This design comes from an exercise in tuning for small area on the open sky130 flow, not from production work.
In this exercise RTL edits were held to simulation tests only and were not proved equivalent to the original.
Power figures rest on the tool's default switching activity, not on a simulated workload.

// tetris_game
module tetris_game
( clk, rst_n,
  right, left, rotateR, down,
  hsync_out, vsync_out, red_out, green_out, blue_out,
  vga_blank, vga_sync, score
);
input clk;
input rst_n;
input right;
input left;
input rotateR;
input down;
output hsync_out;
output vsync_out;
output red_out;
output green_out;
output blue_out;
output vga_blank;
output vga_sync;
output [7:0] score;
wire move_right;
wire move_left;
wire rotate_r;
wire change;
reg rotate_dly;
reg change_dly;
debouncer_module U2 ( .clk(clk), .rst_n(rst_n), .key_in(right),   .key_out(move_right) );
debouncer_module U3 ( .clk(clk), .rst_n(rst_n), .key_in(left),    .key_out(move_left) );
debouncer_module U4 ( .clk(clk), .rst_n(rst_n), .key_in(rotateR), .key_out(rotate_r) );
debouncer_module U5 ( .clk(clk), .rst_n(rst_n), .key_in(down),    .key_out(change) );
always @ ( posedge clk or negedge rst_n )
  if( !rst_n )
    begin
      rotate_dly <= 1'b0;
      change_dly <= 1'b0;
    end
  else
    begin
      rotate_dly <= rotate_r;
      change_dly <= change;
    end
wire [5:0] hq;
wire [4:0] hp;
wire [9:0] cv;
wire hact;
wire vact;
game_sync_module U13
( .clk(clk), .rst_n(rst_n), .hq(hq), .hp(hp), .cv(cv), .hact(hact), .vact(vact),
  .hsync_out(hsync_out), .vsync_out(vsync_out) );
wire [139:0] mp;
wire [15:0] ms;
wire [15:0] hs;
wire [15:0] es;
wire [3:0] c;
wire [8:0] uq;
wire ig;
tetris_control_module U6
( .clk(clk), .rst_n(rst_n), .move_right(move_right), .move_left(move_left),
  .rotate_dly(rotate_dly), .change_dly(change_dly),
  .mp(mp), .ms(ms), .hs(hs), .es(es), .c(c), .uq(uq), .ig(ig), .score(score) );
wire enable_border;
wire enable_moving_square;
wire enable_fixed_square;
wire enable_next_square;
wire enable_hold_square;
enable_border_module U7
( .clk(clk), .rst_n(rst_n), .hq(hq), .hp(hp), .cv(cv), .vact(vact),
  .enable_border(enable_border) );
enable_moving_square U8
( .clk(clk), .rst_n(rst_n), .hq(hq), .hp(hp), .cv(cv), .hact(hact), .vact(vact),
  .c(c), .uq(uq), .ms(ms), .enable_moving_square(enable_moving_square) );
enable_fixed_square_module U9
  ...
Size: roughly 620 flip-flops, ~21 I/O pins, ~32000 um2 of cells after synthesis.
Settings: LEC_CHECK=0, CAP_MARGIN=20, CORE_MARGIN=2, CORE_UTILIZATION=25, PLACE_DENSITY=0.45, SLEW_MARGIN=20; clock period 10.0 ns.
standard.sh (not shown) runs the stock make flow with config.mk's settings and CLKGATE_MAP_FILE= SYNTH_SCRIPT=/design/flow/synth_recipe.tcl, a recipe that flattens the netlist after the stock synthesis.
==> flow/flow/run.sh <==
#!/bin/bash
# Own layout flow: the ORFS layout, with two changes:
#  - synthesis maps the logic with the ABC script in abc.script (area-oriented
#    &dch/&nf mapping) in place of ORFS's abc_area.script; everything else in
#    synthesis is the standard flow's own script (registers and their names are unchanged);
#  - layout knobs from knobs.mk.
# Each tool's full output is kept in a log file in this folder (make_*.log and
# ORFS's own logs under orfs/logs).
set -euo pipefail
W=$(pwd)
F=$W/flow
ORFS_RESULTS=$W/orfs/results/$FLOW_PLATFORM/tetris_game/base

# synthesis: ORFS's synth.tcl with our ABC script
grep -q '^  log_cmd abc {\*}\$abc_args$' "$FLOW_HOME/scripts/synth.tcl"
sed 's|^  log_cmd abc {\*}\$abc_args$|  set abc_args [lreplace $abc_args [expr {[lsearch -exact $abc_args -script] + 1}] [expr {[lsearch -exact $abc_args -script] + 1}] '"$F"'/abc.script]\n  log_cmd abc {*}$abc_args|' \
  "$FLOW_HOME/scripts/synth.tcl" > "$W/synth_own.tcl"
grep -q 'source $::env(SCRIPTS_DIR)/synth.tcl' "$W/synth_recipe.tcl"
sed "s|source \$::env(SCRIPTS_DIR)/synth.tcl|source $W/synth_own.tcl|" "$W/synth_recipe.tcl" > "$W/own_synth.tcl"

KNOBS=$(grep -v '^#' "$F/knobs.mk" | tr '\n' ' ')
make -C "$FLOW_HOME" DESIGN_CONFIG="$FLOW_CONFIG" WORK_HOME="$W/orfs" CLKGATE_MAP_FILE= \
  SYNTH_SCRIPT="$W/own_synth.tcl" $KNOBS finish > "$W/make_finish.log" 2>&1

: # left out here: write the final layout as DEF
==> flow/flow/abc.script <==
strash
&get -n
&fraig -x
&put
dc2
strash
&get -n
&dch -f
&nf -R 1000
&put
==> flow/flow/knobs.mk <==
CORE_UTILIZATION=50
PLACE_DENSITY=0.65
CORE_MARGIN=2
CAP_MARGIN=20
SLEW_MARGIN=20
CTS_BUF_LIST=sky130_fd_sc_hd__clkbuf_16
CTS_CLUSTER_SIZE=20
CTS_CLUSTER_DIAMETER=50
Then changed:
==> flow/flow/knobs.mk (replaced) <==
CORE_UTILIZATION=25
PLACE_DENSITY=0.45
CORE_MARGIN=2
CAP_MARGIN=20
SLEW_MARGIN=20
After rerunning: Final cell count grows by about a fifth. Worst setup slack is worse by 0.047 ns. Wire length grows slightly. Non-clock buffer count grows by 17. Via count shrinks by a few percent.
Then changed:
==> flow/flow/knobs.mk (replaced) <==
CORE_UTILIZATION=50
PLACE_DENSITY=0.65
CORE_MARGIN=2
CAP_MARGIN=20
SLEW_MARGIN=20
CTS_BUF_LIST=sky130_fd_sc_hd__clkbuf_8
CTS_CLUSTER_SIZE=14
CTS_CLUSTER_DIAMETER=40
The changed run passed the timing, DRC and antenna checks.
Worst setup slack improved by 0.076 ns.
Clock-buffer cell count decreases by 7.
Die area falls by 50%.
Area after synthesis does not change.
Via count came out higher by 5.6%.
Sequential share of layout area rose by 1.8 points.
Total power decreases by 7.1%.
Fmax came out higher by 0.99%.
Wire length drops by 2.2%.
Combinational power fell by about 0.9%.

separate check: timing with driven ports:
The flow's constraints put no driver on any port. The routed layouts listed below were extracted and timed again, unchanged, in two steps.
Step 1 (the two cells are an assumption about what drives the block):
set clk [get_ports {clk}]
set_driving_cell -lib_cell sky130_fd_sc_hd__clkbuf_16 $clk
set_driving_cell -lib_cell sky130_fd_sc_hd__buf_2 [delete_from_list [all_inputs] $clk]
Step 2, shift: input delay + t, output delay - t, t = (earliest + latest rising clock arrival at the registers) / 2. This alone moves slack from input paths to output paths.
Slacks: ideal / step 1 / step 2; pairs: ideal / step 1.
run | shift t [ns] | setup slack, ns | worst data-port slew with drivers (ns)
the first run | 0.702 | 2.302 / 2.302 / 2.302 | 0.05
the second run | 0.744 | 2.255 / 2.255 / 2.255 | 0.06
the third run | 0.820 | 2.332 / 2.332 / 2.332 | 0.05
After both steps setup and hold are still met in every run listed.
